Context: an optimization exercise on an open-source flow, tuned for small area. The choices shown serve that exercise and are no tape-out recipe. In this exercise RTL edits were held to simulation tests only and were not proved equivalent to the original. No activity file was given, so power comes from the tool's default toggle rates.

Setup of the baseline:
Design mgt_cfeb_rx, start of the top module:
module mgt_cfeb_rx
  #(
    parameter NLINK = 7
  )(
   input                   CLK,
   input                   RST,
   input                   RXREADY,        
   input  [16*NLINK-1:0]   RXDATA,         
   input  [2*NLINK-1:0]    RX_IS_K,
   input  [2*NLINK-1:0]    RXDISPERR,
   input  [2*NLINK-1:0]    RXNOTINTABLE,
   input  [NLINK-1:0]      FIFO_FULL,
   input  [NLINK-1:0]      FIFO_AFULL,
   input  [NLINK-1:0]      KILL_RXOUT,
   output [16*NLINK-1:0]   RXDATA_O,
   output [NLINK-1:0]      RXD_VALID,
   output [NLINK-1:0]      CRC_VALID,
   output [NLINK-1:0]      GOOD_CRC
   );
Size: about 830 flip-flops, ~0.031 sq mm of cells after synthesis.
==> flow/config.mk <==
export PLATFORM = sky130hd
export DESIGN_NAME = mgt_cfeb_rx
export DESIGN_NICKNAME = mgt_cfeb_rx
export VERILOG_FILES = /design/flow/design.v
export SDC_FILE = /design/flow/constraint.sdc
export NUM_CORES = 4
export LEC_CHECK = 0
export CAP_MARGIN = 20
export CORE_MARGIN = 2
export CORE_UTILIZATION = 50
export CTS_BUF_LIST = sky130_fd_sc_hd__clkbuf_8
export CTS_CLUSTER_DIAMETER = 50
export CTS_CLUSTER_SIZE = 16
export PLACE_DENSITY = 0.65
export SLEW_MARGIN = 20
==> flow/constraint.sdc <==
create_clock -name core_clock -period 5.0 [get_ports {CLK}]
set_input_delay 1.0000 -clock core_clock [delete_from_list [all_inputs] [get_ports {CLK}]]
set_output_delay 1.0000 -clock core_clock [all_outputs]
set_load 0.01 [all_outputs]
run.sh (not shown) runs the stock make flow with config.mk's settings and CLKGATE_MAP_FILE= SYNTH_SCRIPT=/design/flow/synth_recipe.tcl, a recipe that flattens the netlist after the stock synthesis.
Both conditions hold for the baseline: the flow ran to the end and the final layout passed the timing, design-rule and antenna checks.
Relative to the baseline, the following input files were edited for the candidate:
==> flow/config.mk <==
export PLATFORM = sky130hd
export DESIGN_NAME = mgt_cfeb_rx
export DESIGN_NICKNAME = mgt_cfeb_rx
export VERILOG_FILES = /design/flow/design.v
export SDC_FILE = /design/flow/constraint.sdc
export NUM_CORES = 4
export LEC_CHECK = 0
export CAP_MARGIN = 20
export CORE_MARGIN = 2
export CORE_UTILIZATION = 40
export PLACE_DENSITY = 0.6
export SLEW_MARGIN = 20
==> summary.txt <==
Looking at core utilization, the candidate sits 10 points lower than the baseline does.
On net count reported at finish, the candidate tracks the baseline almost exactly.
Relative to the baseline, HPWL reported at the end of detailed placement has gone up in the candidate.
The candidate vs. the baseline: die area went up by 25%.
Per the comparison of the candidate with the baseline, layout clock buffer count increased by 39% relative to the old numbers; minimum setup slack in the final design decreased by 0.044 ns relative to the old numbers; routed wire length increased by about 5.6% relative to the old numbers; sequential share of layout area decreased by 1.8 points relative to the old numbers.
Layout cell share with drive strength beyond 1 (higher): the candidate
Relative to the baseline, proportion of power drawn by the clock network has gone up in the candidate.
The worst voltage drop across the vdd grid of the candidate is higher than that of the baseline.

mgt_cfeb_rx, a different RTL version from the one above (not shown whole).
For scale: roughly 2600 cells after synthesis, ~28000 um^2 of cells after synthesis.
Settings: LEC_CHECK=0, CAP_MARGIN=20, CORE_MARGIN=2, CORE_UTILIZATION=55, PLACE_DENSITY=0.7, SLEW_MARGIN=20; clock period 5.0 ns.
standard.sh (not shown) runs the stock make flow with config.mk's settings and CLKGATE_MAP_FILE= SYNTH_SCRIPT=/design/flow/synth_recipe.tcl, a recipe that flattens the netlist after the stock synthesis.
==> flow/flow/run.sh <==
#!/bin/bash
# Own layout flow: the standard ORFS flow (standard.sh: the standard synthesis,
# floorplan, power grid and tap cells), with these layout choices changed:
#  * after the standard synthesis, flow/resyn.sh maps its combinational logic again
#    with an area-oriented ABC script (flow/resyn.abc, cells from flow/dontuse.py
#    excluded); every register and other
#    sequential cell stays the same instance, with the same name and cell type;
#  * flow/shrink.py then sets combinational cells to their smallest drive strength
#    and splits 3-input XOR/XNOR cells into 2-input ones (registers untouched); the
#    layout's repair steps size cells up again where timing, slew or load need it;
#  * port buffers use the smallest buffer (buf_1) instead of buffer_ports' default
#    (clkdlybuf4s50_1): every input and output still gets its own buffer;
#  * clock tree synthesis without dummy loads, with the sink cluster size, cluster
#    diameter and clock buffer given in flow/cts_size, flow/cts_diameter, flow/cts_buf.
# Each step's output goes to a log file in this folder (flow_*.log); ORFS also
# writes each tool's log under orfs/logs.
set -euo pipefail
R=orfs/results/sky130hd/mgt_cfeb_rx/base
LIB=$FLOW_HOME/platforms/sky130hd/lib/sky130_fd_sc_hd__tt_025C_1v80.lib
CTS_SIZE=$(cat flow/cts_size)
CTS_DIAM=$(cat flow/cts_diameter)
CTS_BUF=$(cat flow/cts_buf)
bash standard.sh synth > flow_synth.log 2>&1
cp $R/1_2_yosys.v flow_standard_synth.v
bash flow/resyn.sh flow_standard_synth.v flow_resyn.v flow_resyn.log
python3 flow/shrink.py $LIB flow_resyn.v $R/1_2_yosys.v > flow_shrink.log 2>&1
rm -f $R/1_synth.odb $R/1_synth.sdc
bash standard.sh \
  "BUFFER_PORTS_ARGS=-buffer_cell sky130_fd_sc_hd__buf_1" \
  "CTS_ARGS=-sink_clustering_enable -repair_clock_nets -dont_use_dummy_load -sink_clustering_size $CTS_SIZE -sink_clustering_max_diameter $CTS_DIAM -buf_list $CTS_BUF" \
  finish > flow_finish.log 2>&1
==> flow/flow/cts_buf <==
{sky130_fd_sc_hd__clkbuf_2 sky130_fd_sc_hd__clkbuf_4 sky130_fd_sc_hd__clkbuf_8}
==> flow/flow/dontuse.py <==
#!/usr/bin/env python3
# Prints -dont_use options for resyn.sh: every combinational cell that has a
# smaller-drive (_1) variant of the same function, and the 3-input XOR/XNOR cells,
# so that ABC maps with the cells shrink.py leaves in place.
import re, sys
lib = open(sys.argv[1]).read()
cells = set(re.findall(r'^\s*cell\s*\(\s*"?(sky130_fd_sc_hd__\w+?)"?\s*\)', lib, re.M))
out = []
for c in sorted(cells):
    m = re.match(r'(sky130_fd_sc_hd__\w+?)_(\d+)$', c)
    if not m:
        continue
    base, dr = m.groups()
    if re.search(r'__(df|edf|sdf|dl|sr|clk|lpflow|probe|conb|tap|fill|decap|diode)', c):
        continue
    if base.endswith('xor3') or base.endswith('xnor3') or (dr != '1' and base + '_1' in cells):
        out.append(c)
print(' '.join('-dont_use ' + c for c in out))
==> flow/flow/resyn.abc <==
&get -n
&st
&dch -f
&nf -a -F 10 -A 10
&st
&dch -f
&nf -a -F 10 -A 10
&put
==> flow/flow/resyn.sh <==
#!/bin/bash
# resyn.sh IN_NETLIST OUT_NETLIST LOG : re-maps the combinational logic of the
# standard synthesis netlist with an area-oriented ABC script (flow/resyn.abc),
# with only the smallest drive strength of each cell and no 3-input XOR/XNOR.
# Registers (and every other sequential cell) are kept as the very same instances.
set -euo pipefail
IN=$1; OUT=$2; LOG=$3
LIB=$FLOW_HOME/platforms/sky130hd/lib/sky130_fd_sc_hd__tt_025C_1v80.lib
YOSYS=$(command -v yosys || echo "$FLOW_HOME/../tools/install/yosys/bin/yosys")
SLOG=orfs/logs/sky130hd/mgt_cfeb_rx/base/1_2_yosys.log
# the don't-use cells the standard synthesis gave ABC
DONT=$(grep -m1 -o "abc -script.*" $SLOG | tr ' ' '\n' | awk 'p{print "-dont_use " $0; p=0} /^-dont_use$/{p=1}' | tr '\n' ' ')
# and the cells shrink.py would replace anyway
DONT="$DONT $(python3 flow/dontuse.py $LIB)"
cat > flow_resyn.ys <<EOS
read_liberty -ignore_miss_func $LIB
read_verilog $IN
hierarchy -top $FLOW_TOP
setattr -mod -set keep_hierarchy 1 sky130_fd_sc_hd__df* sky130_fd_sc_hd__edf* sky130_fd_sc_hd__sdf* sky130_fd_sc_hd__dl* sky130_fd_sc_hd__sr*
flatten
opt_clean
select $FLOW_TOP
abc -liberty $LIB $DONT -script $PWD/flow/resyn.abc
setundef -zero
splitnets
opt_clean -purge
hilomap -singleton -hicell sky130_fd_sc_hd__conb_1 HI -locell sky130_fd_sc_hd__conb_1 LO
insbuf -buf sky130_fd_sc_hd__buf_4 A X
rename -enumerate
opt_clean -purge
check
stat
write_verilog -noattr -noexpr -nohex -nodec -selected $OUT
EOS
$YOSYS -s flow_resyn.ys > $LOG 2>&1
Other scripts of this flow, unchanged in this note and not shown: flow/flow/cts_diameter, flow/flow/cts_size, flow/flow/shrink.py
The starting point ran to the end with no violations.
==> next run, changes <==
--- a/flow/flow/run.sh
+++ b/flow/flow/run.sh
@@ -3,6 +3,5 @@
 # floorplan, power grid and tap cells), with these layout choices changed:
 #  * after the standard synthesis, flow/resyn.sh maps its combinational logic again
-#    with an area-oriented ABC script (flow/resyn.abc, cells from flow/dontuse.py
-#    excluded); every register and other
+#    with an area-oriented ABC script (flow/resyn.abc); every register and other
 #    sequential cell stays the same instance, with the same name and cell type;
 #  * flow/shrink.py then sets combinational cells to their smallest drive strength
==> flow/flow/cts_buf (replaced) <==
sky130_fd_sc_hd__clkbuf_8
==> flow/flow/resyn.abc (replaced) <==
&get -n
&st
&dch
&nf -a
&st
&dch
&nf -a
&put
--- a/flow/flow/resyn.sh
+++ b/flow/flow/resyn.sh
@@ -1,6 +1,5 @@
 #!/bin/bash
 # resyn.sh IN_NETLIST OUT_NETLIST LOG : re-maps the combinational logic of the
-# standard synthesis netlist with an area-oriented ABC script (flow/resyn.abc),
-# with only the smallest drive strength of each cell and no 3-input XOR/XNOR.
+# standard synthesis netlist with an area-oriented ABC script (flow/resyn.abc).
 # Registers (and every other sequential cell) are kept as the very same instances.
 set -euo pipefail
@@ -11,6 +10,4 @@
 # the don't-use cells the standard synthesis gave ABC
 DONT=$(grep -m1 -o "abc -script.*" $SLOG | tr ' ' '\n' | awk 'p{print "-dont_use " $0; p=0} /^-dont_use$/{p=1}' | tr '\n' ' ')
-# and the cells shrink.py would replace anyway
-DONT="$DONT $(python3 flow/dontuse.py $LIB)"
 cat > flow_resyn.ys <<EOS
 read_liberty -ignore_miss_func $LIB
removed: flow/flow/dontuse.py
Result:
- via count goes up by 3.2%
- core utilization is lower by 0.19 points
- worst hold slack improves by 0.033 ns
- non-clock buffer count is lower by 2
- design area rose by about 2%
- worst setup slack gets worse by 0.11 ns
- clock-buffer cell count goes up by 1
- final cell count went up by about 2.5%
- total power is about the same
- area after synthesis came out higher by about 2.2%
==> next run, changes <==
--- a/flow/flow/run.sh
+++ b/flow/flow/run.sh
@@ -3,5 +3,6 @@
 # floorplan, power grid and tap cells), with these layout choices changed:
 #  * after the standard synthesis, flow/resyn.sh maps its combinational logic again
-#    with an area-oriented ABC script (flow/resyn.abc); every register and other
+#    with an area-oriented ABC script (flow/resyn.abc, cells from flow/dontuse.py
+#    excluded); every register and other
 #    sequential cell stays the same instance, with the same name and cell type;
 #  * flow/shrink.py then sets combinational cells to their smallest drive strength
==> flow/flow/dontuse.py (new file) <==
#!/usr/bin/env python3
# Prints -dont_use options for resyn.sh: every combinational cell that has a
# smaller-drive (_1) variant of the same function, and the 3-input XOR/XNOR cells,
# so that ABC maps with the cells shrink.py leaves in place.
import re, sys
lib = open(sys.argv[1]).read()
cells = set(re.findall(r'^\s*cell\s*\(\s*"?(sky130_fd_sc_hd__\w+?)"?\s*\)', lib, re.M))
out = []
for c in sorted(cells):
    m = re.match(r'(sky130_fd_sc_hd__\w+?)_(\d+)$', c)
    if not m:
        continue
    base, dr = m.groups()
    if re.search(r'__(df|edf|sdf|dl|sr|clk|lpflow|probe|conb|tap|fill|decap|diode)', c):
        continue
    if base.endswith('xor3') or base.endswith('xnor3') or (dr != '1' and base + '_1' in cells):
        out.append(c)
print(' '.join('-dont_use ' + c for c in out))
==> flow/flow/resyn.abc (replaced) <==
&get -n
&st
&dch -f
&nf -a -F 10 -A 10
&st
&dch -f
&nf -a -F 10 -A 10
&put
--- a/flow/flow/resyn.sh
+++ b/flow/flow/resyn.sh
@@ -1,5 +1,6 @@
 #!/bin/bash
 # resyn.sh IN_NETLIST OUT_NETLIST LOG : re-maps the combinational logic of the
-# standard synthesis netlist with an area-oriented ABC script (flow/resyn.abc).
+# standard synthesis netlist with an area-oriented ABC script (flow/resyn.abc),
+# with only the smallest drive strength of each cell and no 3-input XOR/XNOR.
 # Registers (and every other sequential cell) are kept as the very same instances.
 set -euo pipefail
@@ -10,4 +11,6 @@
 # the don't-use cells the standard synthesis gave ABC
 DONT=$(grep -m1 -o "abc -script.*" $SLOG | tr ' ' '\n' | awk 'p{print "-dont_use " $0; p=0} /^-dont_use$/{p=1}' | tr '\n' ' ')
+# and the cells shrink.py would replace anyway
+DONT="$DONT $(python3 flow/dontuse.py $LIB)"
 cat > flow_resyn.ys <<EOS
 read_liberty -ignore_miss_func $LIB
CORE_UTILIZATION = 70   (was 55)
PLACE_DENSITY = 0.8   (was 0.7)
=>
- final cell count is lower by a few percent
- clock-buffer cell count is lower by 3
- die area is lower by about a fifth
- global-route usage is higher by 5.3 points
- clock skew is higher by 0.015 ns
- setup slack loses 0.029 ns

==> what the ideal ports hide <==
Ports are ideal in the flow. The routed layouts listed here were re-timed in OpenROAD. Step 1: set_driving_cell puts a clkbuf_16 on CLK and a buf_2 on each other input, an assumption about the parent block. Step 2 also shifts input and output timing later by t, the mid clock arrival at the registers, as if the neighbouring blocks saw the same clock. a / b / c = ideal ports / drivers / drivers and shift; a / b = the first two.
| run | shift t [ns] | setup WS [ns] | worst slew at a driven data input, ns |
|---|---|---|---|
| the baseline | 0.734 | 1.138 / 1.115 / 1.115 | 0.06 |
| the candidate | 0.682 | 1.094 / 1.071 / 1.071 | 0.09 |
| the first run of note 2 | 0.716 | 1.376 / 1.376 / 1.376 | 0.10 |
| the second run of note 2 | 0.720 | 1.263 / 1.239 / 1.239 | 0.07 |
| the third run of note 2 | 0.689 | 1.234 / 1.234 / 1.234 | 0.04 |
After both steps every run listed still meets setup and hold. The setup slack of the second run of note 2, which loses most, moves by -0.024 ns with the drivers and by -0.024 ns with both steps.
